From an optimization exercise on the open Yosys and OpenROAD flow, aimed at small area; shortcuts taken in it are not production practice. Only simulation tests tie the RTL to the original design; equivalence was not proved. Power is estimated from default activity; no workload was simulated.

Design mvm_uart_system, start of the top module:
module mvm_uart_system (
    input  logic clk,
    input  logic rstn,
    input  logic rx,
    output logic tx
);
export LEC_CHECK = 0
export CAP_MARGIN = 20
export CORE_MARGIN = 2
export CORE_UTILIZATION = 60
export SLEW_MARGIN = 20
create_clock -name core_clock -period 10.0 [get_ports {clk}]
standard.sh (not shown) runs the stock make flow with config.mk's settings and CLKGATE_MAP_FILE= SYNTH_SCRIPT=/design/flow/synth_recipe.tcl, a recipe that flattens the netlist after the stock synthesis.
==> flow/flow/run.sh <==
#!/bin/bash
# Own layout flow: the standard ORFS flow (standard.sh) with two changes:
#  - Yosys's technology mapping uses an area-oriented ABC script (flow/abc_area.script)
#    in place of ORFS's speed script; registers and names are untouched.
#  - clock tree synthesis uses mid-size clock buffers and no dummy loads.
# Each tool's full output goes to logs in this folder (standard.log, and ORFS's own
# per-step logs under orfs/logs/).
set -euo pipefail
W=$PWD
S=$W/scripts_area
rm -rf "$S"
cp -r "$FLOW_HOME/scripts" "$S"
cp "$W/flow/abc_area.script" "$S/abc_speed.script"
CTS=$(cat "$W/flow/cts_args")
bash "$W/standard.sh" "SCRIPTS_DIR=$S" "CTS_ARGS=$CTS" finish > "$W/standard.log" 2>&1
==> flow/flow/abc_area.script <==
&get -n
&st
&dch
&nf -R 1000
&put
topo
dnsize -c
==> flow/flow/cts_args <==
-sink_clustering_enable -repair_clock_nets -dont_use_dummy_load -buf_list sky130_fd_sc_hd__clkbuf_8 -sink_clustering_size 21 -sink_clustering_max_diameter 70
Next try:
==> flow/flow/abc_area.script (replaced) <==
&get -n
&st
&syn2
&dch
&nf -R 1000
&put
topo
dnsize -c
What happened:
- The changed run passed the timing, design-rule and antenna checks
- via count is higher by 1.3%
- worst hold slack gets worse by 22 ps
- clock-buffer cell count is unchanged
- cell count is higher by 0.85%
- global-route usage is lower by 0.10 points
- final area barely changes
- register-to-register slack gets better by 190 ps
- total power barely changes
- die area stays flat
- worst setup slack gets worse by 180 ps
- synthesized area barely changes
Next try:
==> flow/flow/abc_area.script (replaced) <==
&get -n
&st
&deepsyn -T 30
&dch
&nf -R 1000
&put
topo
dnsize -c
==> flow/flow/cts_args (replaced) <==
-sink_clustering_enable -repair_clock_nets -dont_use_dummy_load -buf_list sky130_fd_sc_hd__clkbuf_8 -sink_clustering_size 20 -sink_clustering_max_diameter 60
Result:
- The new run completed without violations
- clock skew falls by 21 ps
- total power is higher by about 0.55%
- setup slack gets better by 320 ps
- die area stays flat
- synthesized area is about the same
- global-route usage went down by 0.24 points
- via count went down by 1.4%

========
Another version of the RTL of mvm_uart_system (not shown whole).
For scale: roughly 420 cells after synthesis, roughly 250 flip-flops, ~0.0065 mm2 of cells after synthesis.
==> flow/design.v (excerpt) <==
module mvm_uart_system (
    input  logic clk,
    input  logic rstn,
    input  logic rx,
    output logic tx
);
export LEC_CHECK = 0
export CAP_MARGIN = 20
export CORE_MARGIN = 2
export CORE_UTILIZATION = 60
export SLEW_MARGIN = 20
create_clock -name core_clock -period 10.0 [get_ports {clk}]
==> flow/flow/abc_area.script <==
&get -n
&st
&syn2
&dch
&nf -R 1000
&put
topo
dnsize -c
==> flow/flow/cts_args <==
-sink_clustering_enable -repair_clock_nets -dont_use_dummy_load -buf_list sky130_fd_sc_hd__clkbuf_8 -sink_clustering_size 21 -sink_clustering_max_diameter 70
Scripts as last shown in full above: flow/flow/run.sh
The baseline finished with timing, DRC and antenna clean.
Then changed:
==> flow/flow/abc_area.script (replaced) <==
&get -n
&st
&dch
&nf -R 1000
&put
topo
dnsize -c
=> The new run passed the timing, design-rule and antenna checks. Wire length is about the same. Worst setup slack improved by 0.56 ns. Design area hardly moves. Final cell count fell by 1.1%. Total power rose by 2.1%. Non-clock buffer count does not change. First-iteration DRC count rises by 4.4%. Synthesized area stays flat. Utilization is about the same. Global-route usage went up by 0.24 points.
Then changed:
==> flow/flow/abc_area.script (replaced) <==
&get -n
&st
&syn2
&dch
&nf -R 1000
&put
topo
dnsize -c
==> flow/flow/cts_args (replaced) <==
-sink_clustering_enable -repair_clock_nets -dont_use_dummy_load -buf_list sky130_fd_sc_hd__clkbuf_8 -sink_clustering_size 20 -sink_clustering_max_diameter 60
=> Sequential power hardly moves. Routed wire length rises by 0.99%. Power shrinks by 1.2%. Via count decreases by 0.84%.
Then changed:
==> flow/flow/abc_area.script (replaced) <==
&get -n
&st
&dch
&nf -R 1000
&put
topo
dnsize -c
Result: Via count hardly moves; synthesized area hardly moves; flip-flop and latch count does not change; fmax goes up by about 12%; clock power goes down by about 1%; design area hardly moves; clock skew goes up by 0.014 ns; global-route usage goes up by 0.18 points.

==> re-timing with driven ports <==
Ports are ideal in the flow. The routed layouts listed here were re-timed in OpenROAD.
Step 1: set_driving_cell puts a clkbuf_16 on clk and a buf_2 on each other input, an assumption about the parent block.
Step 2 adds t to the input delays and takes it off the output delays; t is the mean of the earliest and latest rising clock arrival at the registers after step 1. Input paths then give back, and output paths get back, about the clock's delay inside the block.
Three values: no drivers, after step 1, after step 2; two values: the first two.
run | t (ns) | slack for setup (ns) | worst setup path after step 2
the first run of note 1 | 0.506 | 5.620 / 5.620 / 5.620 | register to register
the second run of note 1 | 0.499 | 5.440 / 5.405 / 5.811 | register to register
the third run of note 1 | 0.506 | 5.761 / 5.761 / 5.761 | register to register
the first run of note 2 | 0.503 | 4.232 / 4.229 / 3.737 | input to register
the second run of note 2 | 0.510 | 4.792 / 4.792 / 4.792 | register to register
the third run of note 2 | 0.501 | 4.211 / 4.219 / 3.718 | input to register
the fourth run of note 2 | 0.502 | 4.814 / 4.814 / 4.814 | register to register
After both steps setup and hold are still met in every run listed. For the first run of note 2, which loses most, drivers alone change the setup slack by -0.003 ns; drivers and shift together by -0.495 ns.
